This design comes from an exercise in tuning for small area, a short achievable clock period and few clock cycles per item on the open sky130 flow, not from production work.
No functional check of the RTL was part of any run shown here.
No activity file was given, so power comes from the tool's default toggle rates.

`flow/design.v`:
```
module pc_fa ( input a, input b, input c, output s, output co );
  assign s  = a ^ b ^ c;
  assign co = (a & b) | (a & c) | (b & c);
endmodule
module pc_ha ( input a, input b, output s, output co );
  assign s  = a ^ b;
  assign co = a & b;
endmodule
module bit_population_counter #(
  parameter WIDTH = 128,
  parameter SLICE = 6
)(
  input                               clk_i,
  input                               srst_i,
  input        [(WIDTH-1):0]          data_i,
  input                               data_val_i,
  output logic [$clog2(WIDTH):0]      data_o,
  output logic                        data_val_o
);
  logic s1;
  logic c2;
  logic s3;
  logic c4;
  logic s5;
  logic c6;
  logic s7;
  logic c8;
  logic s9;
  logic c10;
  logic s11;
  logic c12;
  logic s13;
  logic c14;
  logic s15;
  logic c16;
  logic s17;
  logic c18;
  logic s19;
  logic c20;
  logic s21;
  logic c22;
  logic s23;
  logic c24;
  logic s25;
  logic c26;
  logic s27;
  logic c28;
  logic s29;
  logic c30;
  logic s31;
  logic c32;
  logic s33;
  logic c34;
  logic s35;
  logic c36;
  logic s37;
  logic c38;
  logic s39;
  logic c40;
  logic s41;
  logic c42;
  logic s43;
  logic c44;
  logic s45;
  logic c46;
  logic s47;
  logic c48;
  logic s49;
  logic c50;
  logic s51;
  logic c52;
  logic s53;
  logic c54;
  logic s55;
  logic c56;
  logic s57;
  logic c58;
  logic s59;
  logic c60;
  logic s61;
  logic c62;
  logic s63;
  logic c64;
  logic s65;
  logic c66;
  logic s67;
  logic c68;
  logic s69;
  logic c70;
  logic s71;
  logic c72;
  logic s73;
  logic c74;
  logic s75;
  logic c76;
  logic s77;
  logic c78;
  logic s79;
  logic c80;
  logic s81;
  logic c82;
  logic s83;
  logic c84;
  logic s85;
  logic c86;
  logic s87;
  logic c88;
  logic s89;
  logic c90;
  logic s91;
  logic c92;
  logic s93;
  logic c94;
  logic s95;
  logic c96;
  logic s97;
  logic c98;
  logic s99;
  logic c100;
  logic s101;
  logic c102;
  logic s103;
  logic c104;
  logic s105;
  logic c106;
  logic s107;
  logic c108;
  logic s109;
  logic c110;
  logic s111;
  logic c112;
  logic s113;
  logic c114;
  logic s115;
  logic c116;
  logic s117;
  logic c118;
  logic s119;
  logic c120;
  logic s121;
  logic c122;
  logic s123;
  logic c124;
  logic s125;
  logic c126;
  logic s127;
  logic c128;
  logic s129;
  logic c130;
  logic s131;
  logic c132;
  logic s133;
  logic c134;
  logic s135;
  logic c136;
  logic s137;
  logic c138;
  logic s139;
  logic c140;
  logic s141;
  logic c142;
  logic s143;
  logic c144;
  logic s145;
  logic c146;
  logic s147;
  logic c148;
  logic s149;
  logic c150;
  logic s151;
  logic c152;
  logic s153;
  logic c154;
  logic s155;
  logic c156;
  logic s157;
  logic c158;
  logic s159;
  logic c160;
  logic s161;
  logic c162;
  logic s163;
  logic c164;
  logic s165;
  logic c166;
  logic s167;
  logic c168;
  logic s169;
  logic c170;
  logic s171;
  logic c172;
  logic s173;
  logic c174;
  logic s175;
  logic c176;
  logic s177;
  logic c178;
  logic s179;
  logic c180;
  logic s181;
  logic c182;
  logic s183;
  logic c184;
  logic s185;
  logic c186;
  logic s187;
  logic c188;
  logic s189;
  logic c190;
  logic s191;
  logic c192;
  logic s193;
  logic c194;
  logic s195;
  logic c196;
  logic s197;
  logic c198;
  logic s199;
  logic c200;
  logic s201;
  logic c202;
  logic s203;
  logic c204;
  logic s205;
  logic c206;
  logic s207;
  logic c208;
  logic s209;
  logic c210;
  logic s211;
  logic c212;
  logic s213;
  logic c214;
  logic s215;
  logic c216;
  logic s217;
  logic c218;
  logic s219;
  logic c220;
  logic s221;
  logic c222;
  logic s223;
  logic c224;
  logic s225;
  logic c226;
  logic s227;
  logic c228;
  logic s229;
  logic c230;
  logic s231;
  logic c232;
  logic s233;
  logic c234;
  logic s235;
  logic c236;
  logic s237;
  logic c238;
  logic s239;
  logic c240;
  logic s241;
  logic c242;
  logic s243;
  logic c244;
  logic s245;
  logic c246;
  logic s247;
  logic c248;
  logic s249;
  logic c250;
  logic s251;
  logic c252;
  logic s253;
  logic c254;
  logic r1_s99;
  logic r1_s113;
  logic r1_s115;
  logic r1_s117;
  logic r1_s119;
  logic r1_s121;
  logic r1_s149;
  logic r1_c114;
  logic r1_c116;
  logic r1_c118;
  logic r1_c120;
  logic r1_c122;
  logic r1_s151;
  logic r1_s153;
  logic r1_s155;
  logic r1_s157;
  logic r1_s159;
  logic r1_s161;
  logic r1_s163;
  logic r1_s165;
  logic r1_s167;
  logic r1_c148;
  logic r1_c150;
  logic r1_c152;
  logic r1_c154;
  logic r1_c156;
  logic r1_c158;
  logic r1_c160;
  logic r1_c162;
  logic r1_c164;
  logic r1_c166;
  logic r1_c168;
  logic r1_s169;
  logic r1_s171;
  logic r1_s173;
  logic r1_s175;
  logic r1_c170;
  logic r1_c172;
  logic r1_c174;
  logic r1_c176;
  logic r2_s181;
  logic r2_s199;
  logic r2_c198;
  logic r2_s217;
  logic r2_s219;
  logic r2_c200;
  logic r2_c218;
  logic r2_c220;
  logic r2_s227;
  logic r2_s229;
  logic r2_c228;
  logic r2_c230;
  logic r2_s231;
  logic r2_c232;
  logic r3_r2_s181;
  logic r3_r2_s199;
  logic r3_s235;
  logic r3_s241;
  logic r3_s247;
  logic r3_r2_c232;
  logic r3_c244;
  logic r3_c246;
  logic r3_c248;
  pc_fa u_s1 ( .a(data_i[0]), .b(data_i[100]), .c(data_i[101]), .s(s1), .co(c2) );
  pc_fa u_s3 ( .a(data_i[102]), .b(data_i[103]), .c(data_i[104]), .s(s3), .co(c4) );
  pc_fa u_s5 ( .a(data_i[105]), .b(data_i[106]), .c(data_i[107]), .s(s5), .co(c6) );
  pc_fa u_s7 ( .a(data_i[108]), .b(data_i[109]), .c(data_i[10]), .s(s7), .co(c8) );
  pc_fa u_s9 ( .a(data_i[110]), .b(data_i[111]), .c(data_i[112]), .s(s9), .co(c10) );
  pc_fa u_s11 ( .a(data_i[113]), .b(data_i[114]), .c(data_i[115]), .s(s11), .co(c12) );
  pc_fa u_s13 ( .a(data_i[116]), .b(data_i[117]), .c(data_i[118]), .s(s13), .co(c14) );
  pc_fa u_s15 ( .a(data_i[119]), .b(data_i[11]), .c(data_i[120]), .s(s15), .co(c16) );
  pc_fa u_s17 ( .a(data_i[121]), .b(data_i[122]), .c(data_i[123]), .s(s17), .co(c18) );
  pc_fa u_s19 ( .a(data_i[124]), .b(data_i[125]), .c(data_i[126]), .s(s19), .co(c20) );
  pc_fa u_s21 ( .a(data_i[127]), .b(data_i[12]), .c(data_i[13]), .s(s21), .co(c22) );
  pc_fa u_s23 ( .a(data_i[14]), .b(data_i[15]), .c(data_i[16]), .s(s23), .co(c24) );
  pc_fa u_s25 ( .a(data_i[17]), .b(data_i[18]), .c(data_i[19]), .s(s25), .co(c26) );
  pc_fa u_s27 ( .a(data_i[1]), .b(data_i[20]), .c(data_i[21]), .s(s27), .co(c28) );
  pc_fa u_s29 ( .a(data_i[22]), .b(data_i[23]), .c(data_i[24]), .s(s29), .co(c30) );
  pc_fa u_s31 ( .a(data_i[25]), .b(data_i[26]), .c(data_i[27]), .s(s31), .co(c32) );
  pc_fa u_s33 ( .a(data_i[28]), .b(data_i[29]), .c(data_i[2]), .s(s33), .co(c34) );
  pc_fa u_s35 ( .a(data_i[30]), .b(data_i[31]), .c(data_i[32]), .s(s35), .co(c36) );
  pc_fa u_s37 ( .a(data_i[33]), .b(data_i[34]), .c(data_i[35]), .s(s37), .co(c38) );
  pc_fa u_s39 ( .a(data_i[36]), .b(data_i[37]), .c(data_i[38]), .s(s39), .co(c40) );
  pc_fa u_s41 ( .a(data_i[39]), .b(data_i[3]), .c(data_i[40]), .s(s41), .co(c42) );
  pc_fa u_s43 ( .a(data_i[41]), .b(data_i[42]), .c(data_i[43]), .s(s43), .co(c44) );
  pc_fa u_s45 ( .a(data_i[44]), .b(data_i[45]), .c(data_i[46]), .s(s45), .co(c46) );
  pc_fa u_s47 ( .a(data_i[47]), .b(data_i[48]), .c(data_i[49]), .s(s47), .co(c48) );
  pc_fa u_s49 ( .a(data_i[4]), .b(data_i[50]), .c(data_i[51]), .s(s49), .co(c50) );
  pc_fa u_s51 ( .a(data_i[52]), .b(data_i[53]), .c(data_i[54]), .s(s51), .co(c52) );
  pc_fa u_s53 ( .a(data_i[55]), .b(data_i[56]), .c(data_i[57]), .s(s53), .co(c54) );
  pc_fa u_s55 ( .a(data_i[58]), .b(data_i[59]), .c(data_i[5]), .s(s55), .co(c56) );
  pc_fa u_s57 ( .a(data_i[60]), .b(data_i[61]), .c(data_i[62]), .s(s57), .co(c58) );
  pc_fa u_s59 ( .a(data_i[63]), .b(data_i[64]), .c(data_i[65]), .s(s59), .co(c60) );
  pc_fa u_s61 ( .a(data_i[66]), .b(data_i[67]), .c(data_i[68]), .s(s61), .co(c62) );
  pc_fa u_s63 ( .a(data_i[69]), .b(data_i[6]), .c(data_i[70]), .s(s63), .co(c64) );
  pc_fa u_s65 ( .a(data_i[71]), .b(data_i[72]), .c(data_i[73]), .s(s65), .co(c66) );
  pc_fa u_s67 ( .a(data_i[74]), .b(data_i[75]), .c(data_i[76]), .s(s67), .co(c68) );
  pc_fa u_s69 ( .a(data_i[77]), .b(data_i[78]), .c(data_i[79]), .s(s69), .co(c70) );
  pc_fa u_s71 ( .a(data_i[7]), .b(data_i[80]), .c(data_i[81]), .s(s71), .co(c72) );
  pc_fa u_s73 ( .a(data_i[82]), .b(data_i[83]), .c(data_i[84]), .s(s73), .co(c74) );
  pc_fa u_s75 ( .a(data_i[85]), .b(data_i[86]), .c(data_i[87]), .s(s75), .co(c76) );
  pc_fa u_s77 ( .a(data_i[88]), .b(data_i[89]), .c(data_i[8]), .s(s77), .co(c78) );
  pc_fa u_s79 ( .a(data_i[90]), .b(data_i[91]), .c(data_i[92]), .s(s79), .co(c80) );
  pc_fa u_s81 ( .a(data_i[93]), .b(data_i[94]), .c(data_i[95]), .s(s81), .co(c82) );
  pc_fa u_s83 ( .a(data_i[96]), .b(data_i[97]), .c(data_i[98]), .s(s83), .co(c84) );
  pc_fa u_s85 ( .a(data_i[99]), .b(data_i[9]), .c(s1), .s(s85), .co(c86) );
  pc_fa u_s87 ( .a(s11), .b(s13), .c(s15), .s(s87), .co(c88) );
  pc_fa u_s89 ( .a(s17), .b(s19), .c(s21), .s(s89), .co(c90) );
  pc_fa u_s91 ( .a(s23), .b(s25), .c(s27), .s(s91), .co(c92) );
  pc_fa u_s93 ( .a(s29), .b(s3), .c(s31), .s(s93), .co(c94) );
  pc_fa u_s95 ( .a(s33), .b(s35), .c(s37), .s(s95), .co(c96) );
  pc_fa u_s97 ( .a(s39), .b(s41), .c(s43), .s(s97), .co(c98) );
  pc_fa u_s99 ( .a(s45), .b(s47), .c(s49), .s(s99), .co(c100) );
  pc_fa u_s101 ( .a(s5), .b(s51), .c(s53), .s(s101), .co(c102) );
  pc_fa u_s103 ( .a(s55), .b(s57), .c(s59), .s(s103), .co(c104) );
  pc_fa u_s105 ( .a(s61), .b(s63), .c(s65), .s(s105), .co(c106) );
  pc_fa u_s107 ( .a(s67), .b(s69), .c(s7), .s(s107), .co(c108) );
  pc_fa u_s109 ( .a(s71), .b(s73), .c(s75), .s(s109), .co(c110) );
  pc_fa u_s111 ( .a(s77), .b(s79), .c(s81), .s(s111), .co(c112) );
  pc_fa u_s113 ( .a(s83), .b(s9), .c(s101), .s(s113), .co(c114) );
  pc_fa u_s115 ( .a(s103), .b(s105), .c(s107), .s(s115), .co(c116) );
  pc_fa u_s117 ( .a(s109), .b(s111), .c(s85), .s(s117), .co(c118) );
  pc_fa u_s119 ( .a(s87), .b(s89), .c(s91), .s(s119), .co(c120) );
  pc_fa u_s121 ( .a(s93), .b(s95), .c(s97), .s(s121), .co(c122) );
  pc_fa u_s123 ( .a(c10), .b(c12), .c(c14), .s(s123), .co(c124) );
  pc_fa u_s125 ( .a(c16), .b(c18), .c(c2), .s(s125), .co(c126) );
  pc_fa u_s127 ( .a(c20), .b(c22), .c(c24), .s(s127), .co(c128) );
  pc_fa u_s129 ( .a(c26), .b(c28), .c(c30), .s(s129), .co(c130) );
  pc_fa u_s131 ( .a(c32), .b(c34), .c(c36), .s(s131), .co(c132) );
  pc_fa u_s133 ( .a(c38), .b(c4), .c(c40), .s(s133), .co(c134) );
  pc_fa u_s135 ( .a(c42), .b(c44), .c(c46), .s(s135), .co(c136) );
  pc_fa u_s137 ( .a(c48), .b(c50), .c(c52), .s(s137), .co(c138) );
  pc_fa u_s139 ( .a(c54), .b(c56), .c(c58), .s(s139), .co(c140) );
  pc_fa u_s141 ( .a(c6), .b(c60), .c(c62), .s(s141), .co(c142) );
  pc_fa u_s143 ( .a(c64), .b(c66), .c(c68), .s(s143), .co(c144) );
  pc_fa u_s145 ( .a(c70), .b(c72), .c(c74), .s(s145), .co(c146) );
  pc_fa u_s147 ( .a(c76), .b(c78), .c(c8), .s(s147), .co(c148) );
  pc_fa u_s149 ( .a(c80), .b(c82), .c(c84), .s(s149), .co(c150) );
  pc_fa u_s151 ( .a(c100), .b(c102), .c(c104), .s(s151), .co(c152) );
  pc_fa u_s153 ( .a(c106), .b(c108), .c(c110), .s(s153), .co(c154) );
  pc_fa u_s155 ( .a(c112), .b(c86), .c(c88), .s(s155), .co(c156) );
  pc_fa u_s157 ( .a(c90), .b(c92), .c(c94), .s(s157), .co(c158) );
  pc_fa u_s159 ( .a(c96), .b(c98), .c(s123), .s(s159), .co(c160) );
  pc_fa u_s161 ( .a(s125), .b(s127), .c(s129), .s(s161), .co(c162) );
  pc_fa u_s163 ( .a(s131), .b(s133), .c(s135), .s(s163), .co(c164) );
  pc_fa u_s165 ( .a(s137), .b(s139), .c(s141), .s(s165), .co(c166) );
  pc_fa u_s167 ( .a(s143), .b(s145), .c(s147), .s(s167), .co(c168) );
  pc_fa u_s169 ( .a(c124), .b(c126), .c(c128), .s(s169), .co(c170) );
  pc_fa u_s171 ( .a(c130), .b(c132), .c(c134), .s(s171), .co(c172) );
  pc_fa u_s173 ( .a(c136), .b(c138), .c(c140), .s(s173), .co(c174) );
  pc_fa u_s175 ( .a(c142), .b(c144), .c(c146), .s(s175), .co(c176) );
  pc_fa u_s177 ( .a(r1_s113), .b(r1_s115), .c(r1_s117), .s(s177), .co(c178) );
  pc_fa u_s179 ( .a(r1_s119), .b(r1_s121), .c(r1_s99), .s(s179), .co(c180) );
  pc_ha u_s181 ( .a(s177), .b(s179), .s(s181), .co(c182) );
  pc_fa u_s183 ( .a(r1_c114), .b(r1_c116), .c(r1_c118), .s(s183), .co(c184) );
  pc_fa u_s185 ( .a(r1_c120), .b(r1_c122), .c(r1_s149), .s(s185), .co(c186) );
  pc_fa u_s187 ( .a(r1_s151), .b(r1_s153), .c(r1_s155), .s(s187), .co(c188) );
  pc_fa u_s189 ( .a(r1_s157), .b(r1_s159), .c(r1_s161), .s(s189), .co(c190) );
  pc_fa u_s191 ( .a(r1_s163), .b(r1_s165), .c(r1_s167), .s(s191), .co(c192) );
  pc_fa u_s193 ( .a(c178), .b(c180), .c(s183), .s(s193), .co(c194) );
  pc_fa u_s195 ( .a(s185), .b(s187), .c(s189), .s(s195), .co(c196) );
  pc_fa u_s197 ( .a(s191), .b(c182), .c(s193), .s(s197), .co(c198) );
  pc_ha u_s199 ( .a(s195), .b(s197), .s(s199), .co(c200) );
  pc_fa u_s201 ( .a(r1_c148), .b(r1_c150), .c(r1_c152), .s(s201), .co(c202) );
  pc_fa u_s203 ( .a(r1_c154), .b(r1_c156), .c(r1_c158), .s(s203), .co(c204) );
  pc_fa u_s205 ( .a(r1_c160), .b(r1_c162), .c(r1_c164), .s(s205), .co(c206) );
  pc_fa u_s207 ( .a(r1_c166), .b(r1_c168), .c(r1_s169), .s(s207), .co(c208) );
  pc_fa u_s209 ( .a(r1_s171), .b(r1_s173), .c(r1_s175), .s(s209), .co(c210) );
  pc_fa u_s211 ( .a(c184), .b(c186), .c(c188), .s(s211), .co(c212) );
  pc_fa u_s213 ( .a(c190), .b(c192), .c(s201), .s(s213), .co(c214) );
  pc_fa u_s215 ( .a(s203), .b(s205), .c(s207), .s(s215), .co(c216) );
  pc_fa u_s217 ( .a(s209), .b(c194), .c(c196), .s(s217), .co(c218) );
  pc_fa u_s219 ( .a(s211), .b(s213), .c(s215), .s(s219), .co(c220) );
  pc_fa u_s221 ( .a(r1_c170), .b(r1_c172), .c(r1_c174), .s(s221), .co(c222) );
  pc_fa u_s223 ( .a(r1_c176), .b(c202), .c(c204), .s(s223), .co(c224) );
  pc_fa u_s225 ( .a(c206), .b(c208), .c(c210), .s(s225), .co(c226) );
  pc_fa u_s227 ( .a(s221), .b(c212), .c(c214), .s(s227), .co(c228) );
  pc_fa u_s229 ( .a(c216), .b(s223), .c(s225), .s(s229), .co(c230) );
  pc_fa u_s231 ( .a(c222), .b(c224), .c(c226), .s(s231), .co(c232) );
  pc_fa u_s233 ( .a(r2_c198), .b(r2_c200), .c(r2_s217), .s(s233), .co(c234) );
  pc_ha u_s235 ( .a(r2_s219), .b(s233), .s(s235), .co(c236) );
  pc_fa u_s237 ( .a(r2_c218), .b(r2_c220), .c(r2_s227), .s(s237), .co(c238) );
  pc_fa u_s239 ( .a(r2_s229), .b(c234), .c(s237), .s(s239), .co(c240) );
  pc_ha u_s241 ( .a(c236), .b(s239), .s(s241), .co(c242) );
  pc_fa u_s243 ( .a(r2_c228), .b(r2_c230), .c(r2_s231), .s(s243), .co(c244) );
  pc_fa u_s245 ( .a(c238), .b(s243), .c(c240), .s(s245), .co(c246) );
  pc_ha u_s247 ( .a(c242), .b(s245), .s(s247), .co(c248) );
  pc_fa u_s249 ( .a(r3_c244), .b(r3_c246), .c(r3_c248), .s(s249), .co(c250) );
  pc_ha u_s251 ( .a(r3_r2_c232), .b(s249), .s(s251), .co(c252) );
  pc_ha u_s253 ( .a(c250), .b(c252), .s(s253), .co(c254) );
  always_ff @( posedge clk_i )
    begin
      r1_s99 <= s99;
      r1_s113 <= s113;
      r1_s115 <= s115;
      r1_s117 <= s117;
      r1_s119 <= s119;
      r1_s121 <= s121;
      r1_s149 <= s149;
      r1_c114 <= c114;
      r1_c116 <= c116;
      r1_c118 <= c118;
      r1_c120 <= c120;
      r1_c122 <= c122;
      r1_s151 <= s151;
      r1_s153 <= s153;
      r1_s155 <= s155;
      r1_s157 <= s157;
      r1_s159 <= s159;
      r1_s161 <= s161;
      r1_s163 <= s163;
      r1_s165 <= s165;
      r1_s167 <= s167;
      r1_c148 <= c148;
      r1_c150 <= c150;
      r1_c152 <= c152;
      r1_c154 <= c154;
      r1_c156 <= c156;
      r1_c158 <= c158;
      r1_c160 <= c160;
      r1_c162 <= c162;
      r1_c164 <= c164;
      r1_c166 <= c166;
      r1_c168 <= c168;
      r1_s169 <= s169;
      r1_s171 <= s171;
      r1_s173 <= s173;
      r1_s175 <= s175;
      r1_c170 <= c170;
      r1_c172 <= c172;
      r1_c174 <= c174;
      r1_c176 <= c176;
    end
  always_ff @( posedge clk_i )
    begin
      r2_s181 <= s181;
      r2_s199 <= s199;
      r2_c198 <= c198;
      r2_s217 <= s217;
      r2_s219 <= s219;
      r2_c200 <= c200;
      r2_c218 <= c218;
      r2_c220 <= c220;
      r2_s227 <= s227;
      r2_s229 <= s229;
      r2_c228 <= c228;
      r2_c230 <= c230;
      r2_s231 <= s231;
      r2_c232 <= c232;
    end
  always_ff @( posedge clk_i )
    begin
      r3_r2_s181 <= r2_s181;
      r3_r2_s199 <= r2_s199;
      r3_s235 <= s235;
      r3_s241 <= s241;
      r3_s247 <= s247;
      r3_r2_c232 <= r2_c232;
      r3_c244 <= c244;
      r3_c246 <= c246;
      r3_c248 <= c248;
    end
  always_ff @( posedge clk_i )
    data_o <= {c254, s253, s251, r3_s247, r3_s241, r3_s235, r3_r2_s199, r3_r2_s181};
  logic [3:0] valid_delay;
  assign data_val_o = valid_delay[3];
  always_ff @( posedge clk_i )
    if( srst_i )
      valid_delay <= '0;
    else
      valid_delay <= {valid_delay[2:0], data_val_i};
endmodule
```
`flow/run.sh`:
```
#!/bin/bash
# synth_recipe.tcl (not shown) runs the flow's synth.tcl, then flattens the netlist and writes it again
# the make line also repeats each setting of config.mk as NAME=value (left out here)
make -C /OpenROAD-flow-scripts/flow DESIGN_CONFIG=/design/flow/config.mk WORK_HOME=/design/flow/orfs CLKGATE_MAP_FILE= SYNTH_SCRIPT=/design/flow/synth_recipe.tcl finish
```
`flow/config.mk`:
```
export PLATFORM = sky130hd
export DESIGN_NAME = bit_population_counter
export DESIGN_NICKNAME = bit_population_counter
export VERILOG_FILES = /design/flow/design.v
export SDC_FILE = /design/flow/constraint.sdc
export NUM_CORES = 4
export LEC_CHECK = 0
export CAP_MARGIN = 20
export CORE_MARGIN = 2
export CORE_UTILIZATION = 40
export SLEW_MARGIN = 20
export SYNTH_HIERARCHICAL = 1
export SYNTH_MINIMUM_KEEP_SIZE = 0
```
`flow/constraint.sdc`:
```
create_clock -name core_clock -period 2.5 [get_ports {clk_i}]
set_input_delay 0.5000 -clock core_clock [delete_from_list [all_inputs] [get_ports {clk_i}]]
set_output_delay 0.5000 -clock core_clock [all_outputs]
set_load 0.01 [all_outputs]
```
==> summary.md, run 1 <==
| Metric | Value |
|---|---|
| Status | `timing/DRC/antenna clean` |
| CTS Buf Count | `9` |
| Cell internal pwr | `3.919 mW` |
| Skew final | `0.009089 ns` |
| Crit start category | `primary input` |
| Top flop regs | `data_o x8, valid_delay x4` |
| Peak supply drop | `0.5626 mV` |
| CTS tree | `done` |
| Max reg flops | `8` |
| Fin. max-slew vios | `0` |
| Final core utilization | `0.5941` |
| Design Area, Final | `5807 um2` |
| Final setup vio count | `0` |
| Worst slack, placed | `-0.1544 ns` |
| Post-route ant nets | `0` |
| Post-cts resize count | `0` |
| EDFF count, synth | `0` |
| PnR Total Power | `5.929 mW` |
| Final count of hold timing violations | `0` |
| 1st-iter DRT viols | `53` |
| Starting density of the core | `0.4109` |
| Post-DP Area | `5574 um2` |
| Total gr overflow | `0` |
| WL/cell | `15.52 um` |
| DRC viols | `0` |
| CP Class | `in2reg` |
| RSZ-0062 raised after global routing | `false` |
| Yosys cell types | `4` |
| Num ports | `140` |
| Most frequent cells after synthesis | `fa_1 (120), dfxtp_1 (75), ha_1 (7)` |
| Die area | `10860 um2` |
| Mapped Cells | `206` |
| Mapped cell area | `4016 um2` |
| Min Tclk post-route | `2.290 ns` |
| Register area share after synthesis | `0.3738` |
| H-tree depth | `3` |
| Synth top area cells | `fa_1 (60%), dfxtp_1 (37%), ha_1 (2.2%)` |
| Most flop-heavy register | `data_o` |
| Number of port buffers | `139` |
| Asr flop ratio synth | `0` |
| Power Density | `1021 nW/um2` |
| Fraction of layout cells with a size suffix above 1 | `0.04432` |
| Worst-case clock buffer depth | `2` |
| Via count | `2098` |
| Worst r2r path cells | `4` |
| Gpl congestion | `0.7261` |
| Worst hold path type | `reg2reg` |
| CP Data Arrival Time | `2.50 ns` |
| Number of global-route vias before repair | `2626` |
| GRT Util Overall | `0.1594` |
| Avg Cell Area, Syn | `19.50 um2` |
| Core box area | `9774 um2` |
| Leading area contributor after synthesis | `fa_1` |
| Pre-Repair DR Iteration Count | `4` |
| Sink Count | `75` |
| WL final | `7.668 mm` |
| YS warnings | `7` |
| Syn nets | `464` |
| Post-synth top area share | `0.5981` |
| Worst-Margin Slew | `0.2478 ns` |
| Crit. End Element | `flop` |
| Max-cap violation count | `0` |
| Global-route wire length before repair | `12.94 mm` |
| Die height | `104.2 um` |
| Logic gate share of total power | `0.470` |
| Mean number of vias per cell | `4.247` |
| Post-DP HPWL | `7.283 mm` |
| Post-CTS setup buffer count | `0` |
| Primary FF master, synth | `dfxtp_1` |
| Setup WS post-layout | `0.2101 ns` |
| Cts hold-fix bufs | `0` |
| Seq pwr share | `0.353` |
| #FFs+latches synth | `75` |
| Crit share post-route | `0.9160` |
| Largest net degree at the start of global routing | `15` |
| Initial antenna violation count | `0` |
| Fin nets | `614` |
| Hold depth | `0` |
| P_sw | `2.011 mW` |
| Slew HR | `0.8346` |
| Die width | `104.2 um` |
| P_leak | `2.238 nW` |
| Switching share of total power | `0.3391` |
| WP data required | `2.72 ns` |
| Clk Latency, worst-skew pair | `0.34 ns` |
| Root Buffer | `clkbuf_8` |
| Clock power frac | `0.177` |
| FMAX | `0.4367 GHz` |
| Antenna diodes | `0` |
| Site row count | `36` |
| Clk slew on worst S/H paths | `0.08 ns` |
| Synth-to-Final Area Change | `44.58%` |
| Crit-path max FO | `1` |
| Most frequent cell after synthesis | `fa_1` |
-- cells in the final DEF, fill, tap and decap left out --
master | synthesis | layout
clkdlybuf4s50_1 | 0 | 139
bufinv_16 | 0 | 2
ha_1 | 7 | 7
fa_1 | 120 | 120
clkbuf_8 | 0 | 10
dfxtp_1 | 75 | 75
inv_6 | 0 | 2
clkinv_4 | 0 | 2
nor2b_1 | 4 | 4
-- final cells by class --
cell class	instances	area [um2]
sequential	75	1501
clock inverter	6	95.09
timing repair buffer	139	1391
clock buffer	10	137.6
tap	133	166.4
fill	797	3968
multi-input combinational	131	2515
-- per-module statistics from Yosys (local to each module, per instance) --
| module | cell area [um2] | copies in the design | cells inside | flip-flops and latches |
|---|---|---|---|---|
| pc_fa | 20.02 | 120 | 1 | 0 |
| pc_ha | 12.51 | 7 | 1 | 0 |
| bit_population_counter | 1526 | 1 | 79 | 75 |
-- routing by layer --
metal / share of wire / vias to the layer above / global-route usage
li1: - / 930 / -
met1: 0.42 / 1090 / 0.2110
met2: 0.52 / 68 / 0.2697
met3: 0.042 / 10 / 0.02820
met4: 0.012 / 0 / 0.04923
met5: 0 / - / 0
-- cell families (layout without fill, tap and decap cells) --
family	count (synthesis)	after routing	synth area share
AND/OR/NAND/NOR	4	4	0.006230
flip-flops	75	75	0.3738
buffers and inverters	0	155	0
adder cells (fa/ha/maj)	127	127	0.6199
-- metrics by stage --
step | cells | TNS (ns) | hold slack [ns]
finish | 494 | 0 | 0.3263
global route | 494 | 0 | 0.3393
CTS | 494 | 0 | 0.3291
detailed placement | 478 | -1.570 | 0.3121
global placement | 478 | -1.421 | 0.3115
floorplan | 206 | 0 | 0.3096
-- power groups by stage --
stage               registers, mW  clock network, mW  logic, mW
finish                       2.10               1.05       2.78
global route                 2.15               1.13       3.42
CTS                          2.11               1.08       2.89
detailed placement           2.14                  0       2.86
global placement             2.13                  0       2.80
floorplan                    2.09                  0       1.71
-- worst max-delay path: stages --
cell,delay (ns)
clkdlybuf4s50_1,0.43
fa_1,0.51
fa_1,0.63
fa_1,0.44
-- worst paths after layout --
kind | start | end | slack (ns)
min | r3_s247$_DFF_P_ | data_o[4]$_DFF_P_ | 0.33
max | data_i[66] | r1_s115$_DFF_P_ | 0.21
max reg2reg | r1_s113$_DFF_P_ | r2_s199$_DFF_P_ | 0.36
min reg2reg | r3_s247$_DFF_P_ | data_o[4]$_DFF_P_ | 0.33
==> inputs of run 2 (changes only) <==
--- a/flow/design.v
+++ b/flow/design.v
@@ -235,42 +235,6 @@
   logic c216;
   logic s217;
   logic c218;
-  logic s219;
-  logic c220;
-  logic s221;
-  logic c222;
-  logic s223;
-  logic c224;
-  logic s225;
-  logic c226;
-  logic s227;
-  logic c228;
-  logic s229;
-  logic c230;
-  logic s231;
-  logic c232;
-  logic s233;
-  logic c234;
-  logic s235;
-  logic c236;
-  logic s237;
-  logic c238;
-  logic s239;
-  logic c240;
-  logic s241;
-  logic c242;
-  logic s243;
-  logic c244;
-  logic s245;
-  logic c246;
-  logic s247;
-  logic c248;
-  logic s249;
-  logic c250;
-  logic s251;
-  logic c252;
-  logic s253;
-  logic c254;
   logic r1_s99;
   logic r1_s113;
   logic r1_s115;
@@ -312,28 +276,25 @@
   logic r1_c174;
   logic r1_c176;
   logic r2_s181;
-  logic r2_s199;
-  logic r2_c198;
+  logic r2_s191;
+  logic r2_c182;
+  logic r2_s193;
+  logic r2_s195;
+  logic r2_s205;
+  logic r2_c194;
+  logic r2_c196;
+  logic r2_s207;
+  logic r2_s209;
+  logic r2_s211;
+  logic r2_s213;
+  logic r2_c208;
+  logic r2_c210;
+  logic r2_c212;
+  logic r2_s215;
   logic r2_s217;
-  logic r2_s219;
-  logic r2_c200;
+  logic r2_c214;
+  logic r2_c216;
   logic r2_c218;
-  logic r2_c220;
-  logic r2_s227;
-  logic r2_s229;
-  logic r2_c228;
-  logic r2_c230;
-  logic r2_s231;
-  logic r2_c232;
-  logic r3_r2_s181;
-  logic r3_r2_s199;
-  logic r3_s235;
-  logic r3_s241;
-  logic r3_s247;
-  logic r3_r2_c232;
-  logic r3_c244;
-  logic r3_c246;
-  logic r3_c248;
   pc_fa u_s1 ( .a(data_i[0]), .b(data_i[100]), .c(data_i[101]), .s(s1), .co(c2) );
   pc_fa u_s3 ( .a(data_i[102]), .b(data_i[103]), .c(data_i[104]), .s(s3), .co(c4) );
   pc_fa u_s5 ( .a(data_i[105]), .b(data_i[106]), .c(data_i[107]), .s(s5), .co(c6) );
@@ -432,35 +393,38 @@
   pc_fa u_s191 ( .a(r1_s163), .b(r1_s165), .c(r1_s167), .s(s191), .co(c192) );
   pc_fa u_s193 ( .a(c178), .b(c180), .c(s183), .s(s193), .co(c194) );
   pc_fa u_s195 ( .a(s185), .b(s187), .c(s189), .s(s195), .co(c196) );
-  pc_fa u_s197 ( .a(s191), .b(c182), .c(s193), .s(s197), .co(c198) );
-  pc_ha u_s199 ( .a(s195), .b(s197), .s(s199), .co(c200) );
-  pc_fa u_s201 ( .a(r1_c148), .b(r1_c150), .c(r1_c152), .s(s201), .co(c202) );
-  pc_fa u_s203 ( .a(r1_c154), .b(r1_c156), .c(r1_c158), .s(s203), .co(c204) );
-  pc_fa u_s205 ( .a(r1_c160), .b(r1_c162), .c(r1_c164), .s(s205), .co(c206) );
-  pc_fa u_s207 ( .a(r1_c166), .b(r1_c168), .c(r1_s169), .s(s207), .co(c208) );
-  pc_fa u_s209 ( .a(r1_s171), .b(r1_s173), .c(r1_s175), .s(s209), .co(c210) );
-  pc_fa u_s211 ( .a(c184), .b(c186), .c(c188), .s(s211), .co(c212) );
-  pc_fa u_s213 ( .a(c190), .b(c192), .c(s201), .s(s213), .co(c214) );
-  pc_fa u_s215 ( .a(s203), .b(s205), .c(s207), .s(s215), .co(c216) );
-  pc_fa u_s217 ( .a(s209), .b(c194), .c(c196), .s(s217), .co(c218) );
-  pc_fa u_s219 ( .a(s211), .b(s213), .c(s215), .s(s219), .co(c220) );
-  pc_fa u_s221 ( .a(r1_c170), .b(r1_c172), .c(r1_c174), .s(s221), .co(c222) );
-  pc_fa u_s223 ( .a(r1_c176), .b(c202), .c(c204), .s(s223), .co(c224) );
-  pc_fa u_s225 ( .a(c206), .b(c208), .c(c210), .s(s225), .co(c226) );
-  pc_fa u_s227 ( .a(s221), .b(c212), .c(c214), .s(s227), .co(c228) );
-  pc_fa u_s229 ( .a(c216), .b(s223), .c(s225), .s(s229), .co(c230) );
-  pc_fa u_s231 ( .a(c222), .b(c224), .c(c226), .s(s231), .co(c232) );
-  pc_fa u_s233 ( .a(r2_c198), .b(r2_c200), .c(r2_s217), .s(s233), .co(c234) );
-  pc_ha u_s235 ( .a(r2_s219), .b(s233), .s(s235), .co(c236) );
-  pc_fa u_s237 ( .a(r2_c218), .b(r2_c220), .c(r2_s227), .s(s237), .co(c238) );
-  pc_fa u_s239 ( .a(r2_s229), .b(c234), .c(s237), .s(s239), .co(c240) );
-  pc_ha u_s241 ( .a(c236), .b(s239), .s(s241), .co(c242) );
-  pc_fa u_s243 ( .a(r2_c228), .b(r2_c230), .c(r2_s231), .s(s243), .co(c244) );
-  pc_fa u_s245 ( .a(c238), .b(s243), .c(c240), .s(s245), .co(c246) );
-  pc_ha u_s247 ( .a(c242), .b(s245), .s(s247), .co(c248) );
-  pc_fa u_s249 ( .a(r3_c244), .b(r3_c246), .c(r3_c248), .s(s249), .co(c250) );
-  pc_ha u_s251 ( .a(r3_r2_c232), .b(s249), .s(s251), .co(c252) );
-  pc_ha u_s253 ( .a(c250), .b(c252), .s(s253), .co(c254) );
+  pc_fa u_s197 ( .a(r1_c148), .b(r1_c150), .c(r1_c152), .s(s197), .co(c198) );
+  pc_fa u_s199 ( .a(r1_c154), .b(r1_c156), .c(r1_c158), .s(s199), .co(c200) );
+  pc_fa u_s201 ( .a(r1_c160), .b(r1_c162), .c(r1_c164), .s(s201), .co(c202) );
+  pc_fa u_s203 ( .a(r1_c166), .b(r1_c168), .c(r1_s169), .s(s203), .co(c204) );
+  pc_fa u_s205 ( .a(r1_s171), .b(r1_s173), .c(r1_s175), .s(s205), .co(c206) );
+  pc_fa u_s207 ( .a(c184), .b(c186), .c(c188), .s(s207), .co(c208) );
+  pc_fa u_s209 ( .a(c190), .b(c192), .c(s197), .s(s209), .co(c210) );
+  pc_fa u_s211 ( .a(s199), .b(s201), .c(s203), .s(s211), .co(c212) );
+  pc_fa u_s213 ( .a(r1_c170), .b(r1_c172), .c(r1_c174), .s(s213), .co(c214) );
+  pc_fa u_s215 ( .a(r1_c176), .b(c198), .c(c200), .s(s215), .co(c216) );
+  pc_fa u_s217 ( .a(c202), .b(c204), .c(c206), .s(s217), .co(c218) );
+  logic [7:0] sum_last;
+  assign sum_last = 8'(r2_s181)
+                  + (8'(r2_s191) << 1)
+                  + (8'(r2_c182) << 1)
+                  + (8'(r2_s193) << 1)
+                  + (8'(r2_s195) << 1)
+                  + (8'(r2_s205) << 2)
+                  + (8'(r2_c194) << 2)
+                  + (8'(r2_c196) << 2)
+                  + (8'(r2_s207) << 2)
+                  + (8'(r2_s209) << 2)
+                  + (8'(r2_s211) << 2)
+                  + (8'(r2_s213) << 3)
+                  + (8'(r2_c208) << 3)
+                  + (8'(r2_c210) << 3)
+                  + (8'(r2_c212) << 3)
+                  + (8'(r2_s215) << 3)
+                  + (8'(r2_s217) << 3)
+                  + (8'(r2_c214) << 4)
+                  + (8'(r2_c216) << 4)
+                  + (8'(r2_c218) << 4);
   always_ff @( posedge clk_i )
     begin
       r1_s99 <= s99;
@@ -507,39 +471,33 @@
   always_ff @( posedge clk_i )
     begin
       r2_s181 <= s181;
-      r2_s199 <= s199;
-      r2_c198 <= c198;
+      r2_s191 <= s191;
+      r2_c182 <= c182;
+      r2_s193 <= s193;
+      r2_s195 <= s195;
+      r2_s205 <= s205;
+      r2_c194 <= c194;
+      r2_c196 <= c196;
+      r2_s207 <= s207;
+      r2_s209 <= s209;
+      r2_s211 <= s211;
+      r2_s213 <= s213;
+      r2_c208 <= c208;
+      r2_c210 <= c210;
+      r2_c212 <= c212;
+      r2_s215 <= s215;
       r2_s217 <= s217;
-      r2_s219 <= s219;
-      r2_c200 <= c200;
+      r2_c214 <= c214;
+      r2_c216 <= c216;
       r2_c218 <= c218;
-      r2_c220 <= c220;
-      r2_s227 <= s227;
-      r2_s229 <= s229;
-      r2_c228 <= c228;
-      r2_c230 <= c230;
-      r2_s231 <= s231;
-      r2_c232 <= c232;
     end
   always_ff @( posedge clk_i )
-    begin
-      r3_r2_s181 <= r2_s181;
-      r3_r2_s199 <= r2_s199;
-      r3_s235 <= s235;
-      r3_s241 <= s241;
-      r3_s247 <= s247;
-      r3_r2_c232 <= r2_c232;
-      r3_c244 <= c244;
-      r3_c246 <= c246;
-      r3_c248 <= c248;
-    end
-  always_ff @( posedge clk_i )
-    data_o <= {c254, s253, s251, r3_s247, r3_s241, r3_s235, r3_r2_s199, r3_r2_s181};
-  logic [3:0] valid_delay;
-  assign data_val_o = valid_delay[3];
+    data_o <= {sum_last[7], sum_last[6], sum_last[5], sum_last[4], sum_last[3], sum_last[2], sum_last[1], sum_last[0]};
+  logic [2:0] valid_delay;
+  assign data_val_o = valid_delay[2];
   always_ff @( posedge clk_i )
     if( srst_i )
       valid_delay <= '0;
     else
-      valid_delay <= {valid_delay[2:0], data_val_i};
+      valid_delay <= {valid_delay[1:0], data_val_i};
 endmodule
==> flow/flow/run.sh (new file) <==
#!/bin/bash
# The standard layout (bash standard.sh), with the smallest buffer,
# sky130_fd_sc_hd__buf_1, on every input and output port; the resizer may
# still upsize it where timing needs. Each tool's output goes to its own log.
set -o pipefail
export BUFFER_PORTS_ARGS="-buffer_cell sky130_fd_sc_hd__buf_1"
bash standard.sh > standard.log 2>&1
==> flow/standard.sh (new file) <==
#!/bin/bash
# synth_recipe.tcl (not shown) runs the flow's synth.tcl, then flattens the netlist and writes it again
# the make line also repeats each setting of config.mk as NAME=value (left out here)
make -C /OpenROAD-flow-scripts/flow DESIGN_CONFIG=/design/flow/config.mk WORK_HOME=/design/flow/orfs CLKGATE_MAP_FILE= SYNTH_SCRIPT=/design/flow/synth_recipe.tcl "${@:-finish}"
--- a/flow/config.mk
+++ b/flow/config.mk
@@ -8,6 +8,7 @@
 export CAP_MARGIN = 20
 export CORE_MARGIN = 2
 export CORE_UTILIZATION = 40
+export SETUP_SLACK_MARGIN = 0.55
 export SLEW_MARGIN = 20
 export SYNTH_HIERARCHICAL = 1
 export SYNTH_MINIMUM_KEEP_SIZE = 0
removed: flow/run.sh
==> summary.md, run 2 <==
| Metric | Value |
|---|---|
| Max reg flops | `8 (unchanged)` |
| Hold depth | `0 (unchanged)` |
| Via count | `2165 (+3.2%)` |
| Syn nets | `491 (+5.8%)` |
| Largest net degree at the start of global routing | `11 (-4)` |
| Worst-Margin Slew | `0.1626 ns (-0.08516 ns)` |
| Post-route ant nets | `0 (unchanged)` |
| Clk slew on worst S/H paths | `0.07 ns (about the same)` |
| EDFF count, synth | `0 (unchanged)` |
| Worst reg2reg setup slack | `-0.21 ns (-0.57 ns)` |
| Primary FF master, synth | `dfxtp_1` |
| Pre-Repair DR Iteration Count | `2 (-2)` |
| Most flop-heavy register | `data_o` |
| WL/cell | `13.88 um (-11%)` |
| Worst-case clock buffer depth | `2 (unchanged)` |
| Min Tclk post-route | `2.706 ns (+0.4162 ns)` |
| Core box area | `9819 um2 (+0.46%)` |
| Fin nets | `642 (+4.6%)` |
| Peak supply drop | `0.8772 mV (+56%)` |
| Die area | `10990 um2 (+1.2%)` |
| H-tree depth | `3 (unchanged)` |
| Setup WS post-layout | `-0.2060 ns (-0.4162 ns)` |
| Slew HR | `0.8916 (+0.05696)` |
| Top delay family on crit path | `adder cells` |
| Cts hold-fix bufs | `0 (unchanged)` |
| Sink Count | `71 (-5.3%)` |
| Fin. max-slew vios | `0 (unchanged)` |
| RSZ-0062 raised after global routing | `true` |
| Most frequent cell after synthesis | `fa_1` |
| Register area share after synthesis | `0.3494 (-0.02440)` |
| Leading area contributor after synthesis | `fa_1` |
| Num ports | `140 (unchanged)` |
| Reg2reg end | `data_o[4]$_DFF_P_` |
| P_leak | `1.921 nW (-14%)` |
| Crit. End Element | `flop` |
| Setup tns final | `-0.6618 ns (-0.6618 ns)` |
| Most frequent cells in the layout | `buf_1 (136), fa_1 (72), dfxtp_1 (69)` |
| Total gr overflow | `0 (unchanged)` |
| GRT Util Overall | `0.1500 (-0.009420)` |
| Post-DP HPWL | `6.665 mm (-8.5%)` |
| Max-cap violation count | `0 (unchanged)` |
| WL final | `7.233 mm (-5.7%)` |
| Site row count | `36 (unchanged)` |
| CTS tree | `done` |
| Starting density of the core | `0.4142 (+0.003339)` |
| Leading cell type in the layout, fill and taps excluded | `buf_1` |
| #FFs+latches synth | `71 (-5.3%)` |
| Synth-to-Final Area Change | `25.25%` |
| Initial antenna violation count | `0 (unchanged)` |
| Mux share of post-synthesis cell area | `0 (unchanged)` |
| Mapped Cells | `233 (+13%)` |
| Crit share post-route | `1.082 (+0.1665)` |
| Antenna diodes | `0 (unchanged)` |
| Largest family of logic cells by synthesized area | `adder cells` |
| Crit-path max FO | `2 (+1)` |
| Simple-Gate Fraction of Synth Area | `0.006152 (-0.00007858)` |
| Root Buffer | `clkbuf_8` |
| PnR Total Power | `6.665 mW (+12%)` |
| Crit start category | `flop` |
| Most frequent cells after synthesis | `fa_1 (119), dfxtp_1 (71), inv_1 (26)` |
| Hold endpoint | `data_o[0]$_DFF_P_` |
| CTS Buf Count | `9 (unchanged)` |
| Max incr delay on CP | `0.55 ns (-0.08 ns)` |
| Adder-Cell Fraction of Synth Area | `0.6103 (-0.009664)` |
| R2r startpoint | `r2_c210$_DFF_P_` |
| Gpl congestion | `0.7805 (+7.5%)` |
| WP data required | `2.74 ns (+0.02 ns)` |
| Xor-xnor portion of the synthesized cell area | `0.004306 (+0.004306)` |
| CP Data Arrival Time | `2.94 ns (+0.44 ns)` |
| DRC viols | `0 (unchanged)` |
| Die height | `104.8 um (+0.61%)` |
| Synth top area cells | `fa_1 (59%), dfxtp_1 (35%), ha_1 (2.5%)` |
| Hold slack | `0.3336 ns (+0.007276 ns)` |
| Synth Area in Compound Gates | `0.005844 (+0.005844)` |
| Worst Hold Launch | `r2_s181$_DFF_P_` |
| Power Density | `1308 nW/um2 (+28%)` |
| Slowest-stage cell, CP | `fa_1` |
| CP Class | `reg2reg` |
| Yosys cell types | `9 (+5)` |
| Top flop regs | `data_o x8, valid_delay x3` |
| Number of port buffers | `139 (unchanged)` |
| Asr flop ratio synth | `0 (unchanged)` |
| Crit path buf inv count | `4 (+3)` |
| Fraction of layout cells with a size suffix above 1 | `0.1830 (+0.1387)` |
| Skew final | `0.006503 ns (-0.002586 ns)` |
| Status | `finished with violations` |
| Fail Reasons | `negative setup slack` |
| Final setup vio count | `4 (+4)` |
| Clk Latency, worst-skew pair | `0.33 ns (about the same)` |
| Mapped cell area | `4068 um2 (+1.3%)` |
| Final count of hold timing violations | `0 (unchanged)` |
| Worst r2r path cells | `9 (+5)` |
| Number of global-route vias before repair | `2681 (+2.1%)` |
| 1st-iter DRT viols | `29 (-45%)` |
| Mean number of vias per cell | `4.155 (-2.2%)` |
| Worst hold path type | `reg2reg` |
| Post-synth top area share | `0.5857 (-0.01246)` |
| YS warnings | `7 (unchanged)` |
| FMAX | `0.3695 GHz (-15%)` |
| Global-route wire length before repair | `12.23 mm (-5.5%)` |
| Avg Cell Area, Syn | `17.46 um2 (-10%)` |
| Crit path cell chain | `inv_2 -> fa_1 -> inv_1 -> fa_2 -> fa_1 -> ha_4 -> inv_2 -> fa_2 -> inv_1` |
| Die width | `104.8 um (+0.61%)` |
[run 2: worst max-delay path by stage]
stage	from	to	cells past startpoint	slack [ns]
2_1_floorplan	r2_s213$_DFF_P_	data_o[4]$_DFF_P_	9	-0.20
3_3_place_gp	r2_s213$_DFF_P_	data_o[4]$_DFF_P_	9	-0.22
3_5_place_dp	r2_s213$_DFF_P_	data_o[4]$_DFF_P_	9	-0.26
4_1_cts	r2_c210$_DFF_P_	data_o[4]$_DFF_P_	9	-0.21
5_1_grt	r2_c210$_DFF_P_	data_o[7]$_DFF_P_	10	-0.32
6_report	r2_c210$_DFF_P_	data_o[4]$_DFF_P_	9	-0.21
[run 2: timing repair]
action | 4_1_cts | 5_1_grt
hold endpoints to repair | 0 | 0
setup endpoints to repair | 7 | 9
cloned | 0 | 0
setup buffers | 1 | 0
resized for setup | 4 | 9
pin swaps | 17 | 18
[run 2: cell type report]
cell class | count | area, um2
fill | 882 | 4725
multi-input combinational | 136 | 2679
sequential | 71 | 1424
timing repair buffer | 140 | 551.8
clock buffer | 15 | 176.4
tap | 133 | 166.4
inverter | 26 | 97.59
[run 2: through the flow]
stage | utilization | setup WS (ns) | area [um2] | instances
after floorplan | - | -0.1952 | 4193 | 233
after global placement | 0.4971 | -0.2232 | 4881 | 505
after detailed placement | 0.4971 | -0.2607 | 4881 | 505
after CTS | 0.5167 | -0.2105 | 5074 | 521
after global routing | 0.5189 | -0.3216 | 5095 | 521
final | 0.5189 | -0.2060 | 5095 | 521
[run 2: where the power goes]
group	internal, mW	total (mW)	switching (mW)
sequential	1.75	2.00	0.247
clock	0.438	0.806	0.368
combinational	1.91	3.86	1.95
[run 2: kinds of logic (layout without fill, tap and decap cells)]
family | Yosys count | count (layout)
adder cells (fa/ha/maj) | 127 | 127
flip-flops | 71 | 71
buffers and inverters | 26 | 181
AND/OR/NAND/NOR | 4 | 4
AO/OA/AOI/OAI | 3 | 3
XOR/XNOR | 2 | 2
[run 2: Yosys stat by module (local to each module, per instance)]
module	flip-flops and latches	area, um2
pc_ha	0	12.51
bit_population_counter	71	1893
pc_fa	0	20.02
[run 2: per-layer routing]
layer,routed length [um],global-route usage
met1,2793,0.1713
met2,4043,0.2820
met3,342,0.03805
met4,54,0.03143
met5,0,0
[run 2: worst reg2reg max path, delay by kind of cell, from the launching register on]
| family | cells | cell delay, ns |
|---|---|---|
| flops | 1 | 0.32 |
| buf+inv | 4 | 0.14 |
| fa+ha+maj | 5 | 2.14 |
==> inputs of run 3 (changes only) <==
--- a/flow/design.v
+++ b/flow/design.v
@@ -235,6 +235,42 @@
   logic c216;
   logic s217;
   logic c218;
+  logic s219;
+  logic c220;
+  logic s221;
+  logic c222;
+  logic s223;
+  logic c224;
+  logic s225;
+  logic c226;
+  logic s227;
+  logic c228;
+  logic s229;
+  logic c230;
+  logic s231;
+  logic c232;
+  logic s233;
+  logic c234;
+  logic s235;
+  logic c236;
+  logic s237;
+  logic c238;
+  logic s239;
+  logic c240;
+  logic s241;
+  logic c242;
+  logic s243;
+  logic c244;
+  logic s245;
+  logic c246;
+  logic s247;
+  logic c248;
+  logic s249;
+  logic c250;
+  logic s251;
+  logic c252;
+  logic s253;
+  logic c254;
   logic r1_s99;
   logic r1_s113;
   logic r1_s115;
@@ -243,11 +279,11 @@
   logic r1_s121;
   logic r1_s149;
   logic r1_c114;
+  logic r1_s151;
   logic r1_c116;
   logic r1_c118;
   logic r1_c120;
   logic r1_c122;
-  logic r1_s151;
   logic r1_s153;
   logic r1_s155;
   logic r1_s157;
@@ -276,25 +312,28 @@
   logic r1_c174;
   logic r1_c176;
   logic r2_s181;
-  logic r2_s191;
-  logic r2_c182;
-  logic r2_s193;
   logic r2_s195;
-  logic r2_s205;
-  logic r2_c194;
-  logic r2_c196;
-  logic r2_s207;
-  logic r2_s209;
-  logic r2_s211;
-  logic r2_s213;
-  logic r2_c208;
-  logic r2_c210;
-  logic r2_c212;
+  logic r2_s197;
+  logic r2_c198;
   logic r2_s215;
   logic r2_s217;
-  logic r2_c214;
   logic r2_c216;
+  logic r2_s225;
   logic r2_c218;
+  logic r2_s227;
+  logic r2_c226;
+  logic r2_s229;
+  logic r2_c228;
+  logic r2_c230;
+  logic r3_r2_s181;
+  logic r3_s231;
+  logic r3_s235;
+  logic r3_s241;
+  logic r3_c242;
+  logic r3_s245;
+  logic r3_r2_c230;
+  logic r3_c244;
+  logic r3_c246;
   pc_fa u_s1 ( .a(data_i[0]), .b(data_i[100]), .c(data_i[101]), .s(s1), .co(c2) );
   pc_fa u_s3 ( .a(data_i[102]), .b(data_i[103]), .c(data_i[104]), .s(s3), .co(c4) );
   pc_fa u_s5 ( .a(data_i[105]), .b(data_i[106]), .c(data_i[107]), .s(s5), .co(c6) );
@@ -351,9 +390,9 @@
   pc_fa u_s107 ( .a(s67), .b(s69), .c(s7), .s(s107), .co(c108) );
   pc_fa u_s109 ( .a(s71), .b(s73), .c(s75), .s(s109), .co(c110) );
   pc_fa u_s111 ( .a(s77), .b(s79), .c(s81), .s(s111), .co(c112) );
-  pc_fa u_s113 ( .a(s83), .b(s9), .c(s101), .s(s113), .co(c114) );
-  pc_fa u_s115 ( .a(s103), .b(s105), .c(s107), .s(s115), .co(c116) );
-  pc_fa u_s117 ( .a(s109), .b(s111), .c(s85), .s(s117), .co(c118) );
+  pc_fa u_s113 ( .a(s83), .b(s9), .c(s85), .s(s113), .co(c114) );
+  pc_fa u_s115 ( .a(s101), .b(s103), .c(s105), .s(s115), .co(c116) );
+  pc_fa u_s117 ( .a(s107), .b(s109), .c(s111), .s(s117), .co(c118) );
   pc_fa u_s119 ( .a(s87), .b(s89), .c(s91), .s(s119), .co(c120) );
   pc_fa u_s121 ( .a(s93), .b(s95), .c(s97), .s(s121), .co(c122) );
   pc_fa u_s123 ( .a(c10), .b(c12), .c(c14), .s(s123), .co(c124) );
@@ -370,9 +409,9 @@
   pc_fa u_s145 ( .a(c70), .b(c72), .c(c74), .s(s145), .co(c146) );
   pc_fa u_s147 ( .a(c76), .b(c78), .c(c8), .s(s147), .co(c148) );
   pc_fa u_s149 ( .a(c80), .b(c82), .c(c84), .s(s149), .co(c150) );
-  pc_fa u_s151 ( .a(c100), .b(c102), .c(c104), .s(s151), .co(c152) );
-  pc_fa u_s153 ( .a(c106), .b(c108), .c(c110), .s(s153), .co(c154) );
-  pc_fa u_s155 ( .a(c112), .b(c86), .c(c88), .s(s155), .co(c156) );
+  pc_fa u_s151 ( .a(c86), .b(c100), .c(c102), .s(s151), .co(c152) );
+  pc_fa u_s153 ( .a(c104), .b(c106), .c(c108), .s(s153), .co(c154) );
+  pc_fa u_s155 ( .a(c110), .b(c112), .c(c88), .s(s155), .co(c156) );
   pc_fa u_s157 ( .a(c90), .b(c92), .c(c94), .s(s157), .co(c158) );
   pc_fa u_s159 ( .a(c96), .b(c98), .c(s123), .s(s159), .co(c160) );
   pc_fa u_s161 ( .a(s125), .b(s127), .c(s129), .s(s161), .co(c162) );
@@ -393,38 +432,35 @@
   pc_fa u_s191 ( .a(r1_s163), .b(r1_s165), .c(r1_s167), .s(s191), .co(c192) );
   pc_fa u_s193 ( .a(c178), .b(c180), .c(s183), .s(s193), .co(c194) );
   pc_fa u_s195 ( .a(s185), .b(s187), .c(s189), .s(s195), .co(c196) );
-  pc_fa u_s197 ( .a(r1_c148), .b(r1_c150), .c(r1_c152), .s(s197), .co(c198) );
-  pc_fa u_s199 ( .a(r1_c154), .b(r1_c156), .c(r1_c158), .s(s199), .co(c200) );
-  pc_fa u_s201 ( .a(r1_c160), .b(r1_c162), .c(r1_c164), .s(s201), .co(c202) );
-  pc_fa u_s203 ( .a(r1_c166), .b(r1_c168), .c(r1_s169), .s(s203), .co(c204) );
-  pc_fa u_s205 ( .a(r1_s171), .b(r1_s173), .c(r1_s175), .s(s205), .co(c206) );
-  pc_fa u_s207 ( .a(c184), .b(c186), .c(c188), .s(s207), .co(c208) );
-  pc_fa u_s209 ( .a(c190), .b(c192), .c(s197), .s(s209), .co(c210) );
-  pc_fa u_s211 ( .a(s199), .b(s201), .c(s203), .s(s211), .co(c212) );
-  pc_fa u_s213 ( .a(r1_c170), .b(r1_c172), .c(r1_c174), .s(s213), .co(c214) );
-  pc_fa u_s215 ( .a(r1_c176), .b(c198), .c(c200), .s(s215), .co(c216) );
-  pc_fa u_s217 ( .a(c202), .b(c204), .c(c206), .s(s217), .co(c218) );
-  logic [7:0] sum_last;
-  assign sum_last = 8'(r2_s181)
-                  + (8'(r2_s191) << 1)
-                  + (8'(r2_c182) << 1)
-                  + (8'(r2_s193) << 1)
-                  + (8'(r2_s195) << 1)
-                  + (8'(r2_s205) << 2)
-                  + (8'(r2_c194) << 2)
-                  + (8'(r2_c196) << 2)
-                  + (8'(r2_s207) << 2)
-                  + (8'(r2_s209) << 2)
-                  + (8'(r2_s211) << 2)
-                  + (8'(r2_s213) << 3)
-                  + (8'(r2_c208) << 3)
-                  + (8'(r2_c210) << 3)
-                  + (8'(r2_c212) << 3)
-                  + (8'(r2_s215) << 3)
-                  + (8'(r2_s217) << 3)
-                  + (8'(r2_c214) << 4)
-                  + (8'(r2_c216) << 4)
-                  + (8'(r2_c218) << 4);
+  pc_fa u_s197 ( .a(s191), .b(c182), .c(s193), .s(s197), .co(c198) );
+  pc_fa u_s199 ( .a(r1_c148), .b(r1_c150), .c(r1_c152), .s(s199), .co(c200) );
+  pc_fa u_s201 ( .a(r1_c154), .b(r1_c156), .c(r1_c158), .s(s201), .co(c202) );
+  pc_fa u_s203 ( .a(r1_c160), .b(r1_c162), .c(r1_c164), .s(s203), .co(c204) );
+  pc_fa u_s205 ( .a(r1_c166), .b(r1_c168), .c(r1_s169), .s(s205), .co(c206) );
+  pc_fa u_s207 ( .a(r1_s171), .b(r1_s173), .c(r1_s175), .s(s207), .co(c208) );
+  pc_fa u_s209 ( .a(c184), .b(c186), .c(c188), .s(s209), .co(c210) );
+  pc_fa u_s211 ( .a(c190), .b(c192), .c(s199), .s(s211), .co(c212) );
+  pc_fa u_s213 ( .a(s201), .b(s203), .c(s205), .s(s213), .co(c214) );
+  pc_fa u_s215 ( .a(s207), .b(c194), .c(c196), .s(s215), .co(c216) );
+  pc_fa u_s217 ( .a(s209), .b(s211), .c(s213), .s(s217), .co(c218) );
+  pc_fa u_s219 ( .a(r1_c170), .b(r1_c172), .c(r1_c174), .s(s219), .co(c220) );
+  pc_fa u_s221 ( .a(r1_c176), .b(c200), .c(c202), .s(s221), .co(c222) );
+  pc_fa u_s223 ( .a(c204), .b(c206), .c(c208), .s(s223), .co(c224) );
+  pc_fa u_s225 ( .a(s219), .b(c210), .c(c212), .s(s225), .co(c226) );
+  pc_fa u_s227 ( .a(s221), .b(c214), .c(s223), .s(s227), .co(c228) );
+  pc_fa u_s229 ( .a(c220), .b(c222), .c(c224), .s(s229), .co(c230) );
+  pc_ha u_s231 ( .a(r2_s195), .b(r2_s197), .s(s231), .co(c232) );
+  pc_fa u_s233 ( .a(r2_c198), .b(r2_s215), .c(r2_s217), .s(s233), .co(c234) );
+  pc_ha u_s235 ( .a(c232), .b(s233), .s(s235), .co(c236) );
+  pc_fa u_s237 ( .a(r2_c216), .b(r2_c218), .c(r2_s225), .s(s237), .co(c238) );
+  pc_fa u_s239 ( .a(r2_s227), .b(c234), .c(s237), .s(s239), .co(c240) );
+  pc_ha u_s241 ( .a(c236), .b(s239), .s(s241), .co(c242) );
+  pc_fa u_s243 ( .a(r2_c226), .b(r2_c228), .c(r2_s229), .s(s243), .co(c244) );
+  pc_fa u_s245 ( .a(c238), .b(s243), .c(c240), .s(s245), .co(c246) );
+  pc_ha u_s247 ( .a(r3_c242), .b(r3_s245), .s(s247), .co(c248) );
+  pc_fa u_s249 ( .a(r3_c244), .b(r3_c246), .c(r3_r2_c230), .s(s249), .co(c250) );
+  pc_ha u_s251 ( .a(c248), .b(s249), .s(s251), .co(c252) );
+  pc_ha u_s253 ( .a(c250), .b(c252), .s(s253), .co(c254) );
   always_ff @( posedge clk_i )
     begin
       r1_s99 <= s99;
@@ -435,11 +471,11 @@
       r1_s121 <= s121;
       r1_s149 <= s149;
       r1_c114 <= c114;
+      r1_s151 <= s151;
       r1_c116 <= c116;
       r1_c118 <= c118;
       r1_c120 <= c120;
       r1_c122 <= c122;
-      r1_s151 <= s151;
       r1_s153 <= s153;
       r1_s155 <= s155;
       r1_s157 <= s157;
@@ -471,33 +507,39 @@
   always_ff @( posedge clk_i )
     begin
       r2_s181 <= s181;
-      r2_s191 <= s191;
-      r2_c182 <= c182;
-      r2_s193 <= s193;
       r2_s195 <= s195;
-      r2_s205 <= s205;
-      r2_c194 <= c194;
-      r2_c196 <= c196;
-      r2_s207 <= s207;
-      r2_s209 <= s209;
-      r2_s211 <= s211;
-      r2_s213 <= s213;
-      r2_c208 <= c208;
-      r2_c210 <= c210;
-      r2_c212 <= c212;
+      r2_s197 <= s197;
+      r2_c198 <= c198;
       r2_s215 <= s215;
       r2_s217 <= s217;
-      r2_c214 <= c214;
       r2_c216 <= c216;
+      r2_s225 <= s225;
       r2_c218 <= c218;
+      r2_s227 <= s227;
+      r2_c226 <= c226;
+      r2_s229 <= s229;
+      r2_c228 <= c228;
+      r2_c230 <= c230;
+    end
+  always_ff @( posedge clk_i )
+    begin
+      r3_r2_s181 <= r2_s181;
+      r3_s231 <= s231;
+      r3_s235 <= s235;
+      r3_s241 <= s241;
+      r3_c242 <= c242;
+      r3_s245 <= s245;
+      r3_r2_c230 <= r2_c230;
+      r3_c244 <= c244;
+      r3_c246 <= c246;
     end
   always_ff @( posedge clk_i )
-    data_o <= {sum_last[7], sum_last[6], sum_last[5], sum_last[4], sum_last[3], sum_last[2], sum_last[1], sum_last[0]};
-  logic [2:0] valid_delay;
-  assign data_val_o = valid_delay[2];
+    data_o <= {c254, s253, s251, s247, r3_s241, r3_s235, r3_s231, r3_r2_s181};
+  logic [3:0] valid_delay;
+  assign data_val_o = valid_delay[3];
   always_ff @( posedge clk_i )
     if( srst_i )
       valid_delay <= '0;
     else
-      valid_delay <= {valid_delay[1:0], data_val_i};
+      valid_delay <= {valid_delay[2:0], data_val_i};
 endmodule
==> flow/flow/run.sh (replaced) <==
#!/bin/bash
# The standard layout (bash standard.sh), with the smallest buffer,
# sky130_fd_sc_hd__buf_1, on every input and output port (the resizer may
# still upsize it where timing needs), and clock tree synthesis without
# dummy loads. Each tool's output goes to its own log.
set -o pipefail
export BUFFER_PORTS_ARGS="-buffer_cell sky130_fd_sc_hd__buf_1"
export CTS_ARGS="-sink_clustering_enable -repair_clock_nets -dont_use_dummy_load -buf_list sky130_fd_sc_hd__clkbuf_8"
bash standard.sh > standard.log 2>&1
--- a/flow/config.mk
+++ b/flow/config.mk
@@ -8,7 +8,7 @@
 export CAP_MARGIN = 20
 export CORE_MARGIN = 2
 export CORE_UTILIZATION = 40
-export SETUP_SLACK_MARGIN = 0.55
+export SETUP_SLACK_MARGIN = 0.6
 export SLEW_MARGIN = 20
 export SYNTH_HIERARCHICAL = 1
 export SYNTH_MINIMUM_KEEP_SIZE = 0
==> summary.md, run 3 <==
| Metric | Value |
|---|---|
| Status | `timing/DRC/antenna clean` |
| Worst-Margin Slew | `0.1555 ns (-0.007143 ns)` |
| Max reg flops | `8 (unchanged)` |
| Gpl congestion | `0.7488 (-4.1%)` |
| Via count | `2047 (-5.5%)` |
| # fillers | `854 (-3.2%)` |
| Min Tclk post-route | `1.948 ns (-0.7585 ns)` |
| Total gr overflow | `0 (unchanged)` |
| Pre-Repair DR Iteration Count | `4 (+2)` |
| R2r startpoint | `r1_c158$_DFF_P_` |
| Die height | `104.2 um (-0.61%)` |
| Crit share post-route | `0.7790 (-0.3034)` |
| Skew final | `0.01675 ns (+0.01025 ns)` |
| Register area share after synthesis | `0.3738 (+0.02440)` |
| Peak supply drop | `0.4418 mV (-50%)` |
| WL final | `6.626 mm (-8.4%)` |
| Antenna diodes | `0 (unchanged)` |
| Site row count | `36 (unchanged)` |
| Crit. Startpoint | `r1_c158$_DFF_P_` |
| YS warnings | `7 (unchanged)` |
| Setup tns final | `0 ns (+0.6618 ns)` |
| Initial antenna violation count | `0 (unchanged)` |
| Reg2reg end | `r2_s217$_DFF_P_` |
| Top flop regs | `data_o x8, valid_delay x4` |
| Crit start category | `flop` |
| Post-route ant nets | `0 (unchanged)` |
| Final core utilization | `0.5078 (-0.01105)` |
| Starting density of the core | `0.4109 (-0.003339)` |
| Mapped cell area | `4016 um2 (-1.3%)` |
| Mapped Cells | `206 (-12%)` |
| Worst hold path type | `reg2reg` |
| Power Density | `1035 nW/um2 (-21%)` |
| DRC viols | `0 (unchanged)` |
| FMAX | `0.5135 GHz (+39%)` |
| CTS tree | `done` |
| Design Area, Final | `4964 um2 (-2.6%)` |
| RSZ-0062 raised after global routing | `true` |
| Primary FF master, synth | `dfxtp_1` |
| Asr flop ratio synth | `0 (unchanged)` |
| Most frequent cell after synthesis | `fa_1` |
| 1st-iter DRT viols | `46 (+59%)` |
| Most frequent cells in the layout | `buf_1 (137), dfxtp_1 (74), fa_1 (70)` |
| WP data required | `2.70 ns (-0.04 ns)` |
| Core box area | `9774 um2 (-0.46%)` |
| Synth-to-Final Area Change | `23.58%` |
| CP Data Arrival Time | `2.15 ns (-0.79 ns)` |
| Clk Latency, worst-skew pair | `0.34 ns (about the same)` |
| Root Buffer | `clkbuf_8` |
| Fin nets | `614 (-4.4%)` |
run 3: changes by cell type after synthesis:
cell,previous run,this run
ha_1,8,7
a21o_1,1,0
dfxtp_1,71,75
fa_1,119,120
a21oi_2,1,0
inv_1,26,0
xnor2_1,2,0
o21a_1,1,0
run 3: critical path, cell delays in order, from the launching register on:
cell and delay [ns]:
dfxtp_1 0.35, fa_2 0.46, fa_2 0.58, fa_1 0.42
run 3: cells by family (layout without fill, tap and decap cells):
group | count (synthesis) | count (layout) | synth area share
buffers and inverters | 0 | 148 | 0
AND/OR/NAND/NOR | 4 | 4 | 0.006230
flip-flops | 75 | 75 | 0.3738
adder cells (fa/ha/maj) | 127 | 127 | 0.6199
run 3: report_power, final:
| part | total (mW) | switching, mW | internal [mW] |
|---|---|---|---|
| registers | 2.09 | 0.262 | 1.82 |
| logic | 2.38 | 1.18 | 1.20 |
| clock network | 0.671 | 0.350 | 0.320 |
run 3: timing repair:
| item | CTS | global route |
|---|---|---|
| setup endpoints to repair | 2 | 6 |
| hold endpoints to repair | 0 | 0 |
| resized for setup | 1 | 8 |
| cloned | 0 | 0 |
| pin swaps | 1 | 10 |
run 3: Yosys stat by module (local to each module, per instance):
| module | copies in the design | flops+latches | cells inside |
|---|---|---|---|
| bit_population_counter | 1 | 75 | 79 |
| pc_ha | 7 | 0 | 1 |
| pc_fa | 120 | 0 | 1 |
run 3: final cells by class:
type / instances / share of cell area
flip-flops and latches: 75 / 0.3027
repair buffers: 139 / 0.1069
multi-input cells: 131 / 0.5319
well taps: 133 / 0.03353
clock buffers: 9 / 0.02496
run 3: per-stage QoR:
stage,setup slack (ns),cells,power (mW)
6_report,0.5525,487,5.137
2_1_floorplan,0.4029,206,3.672
5_1_grt,0.5023,487,5.754
4_1_cts,0.5518,487,5.249
3_3_place_gp,0.2764,478,4.484
3_5_place_dp,0.2397,478,4.571
run 3: worst min-delay path by stage:
| stage | from | to | slack [ns] | cells after the start |
|---|---|---|---|---|
| finish | r2_s181$_DFF_P_ | r3_r2_s181$_DFF_P_ | 0.32 | 0 |
| global route | r2_s181$_DFF_P_ | r3_r2_s181$_DFF_P_ | 0.33 | 0 |
| CTS | r2_s181$_DFF_P_ | r3_r2_s181$_DFF_P_ | 0.31 | 0 |
| detailed placement | r3_s241$_DFF_P_ | data_o[3]$_DFF_P_ | 0.31 | 0 |
| global placement | r3_r2_s181$_DFF_P_ | data_o[0]$_DFF_P_ | 0.31 | 0 |
| floorplan | r3_r2_s181$_DFF_P_ | data_o[0]$_DFF_P_ | 0.31 | 0 |
run 3: per-layer routing:
layer | up-vias | global-route usage
met3 | 8 | 0.03697
li1 | 921 | -
met1 | 1051 | 0.1595
met2 | 67 | 0.2481
met5 | - | 0
met4 | 0 | 0.04923

[static timing again, ports no longer ideal]
No port has a modelled driver above. Below, the same layouts with a new extraction and two added sets of constraints.
Step 1: set_driving_cell puts a clkbuf_16 on clk_i and a buf_2 on each other input, an assumption about the parent block.
Step 2 times the ports against the registers' clock, not the clock port: input delays grow and output delays shrink by t, the midpoint of the rising clock arrivals with the driver on.
a / b / c = ideal ports / drivers / drivers and shift; a / b = the first two.
run	t, ns	slack for setup (ns)
run 1	0.365	0.210 / 0.211 / -0.154
run 2	0.357	-0.206 / -0.206 / -0.206
run 3	0.362	0.552 / 0.552 / 0.236
Met with ideal ports but missed after step 2: setup timing in run 1.
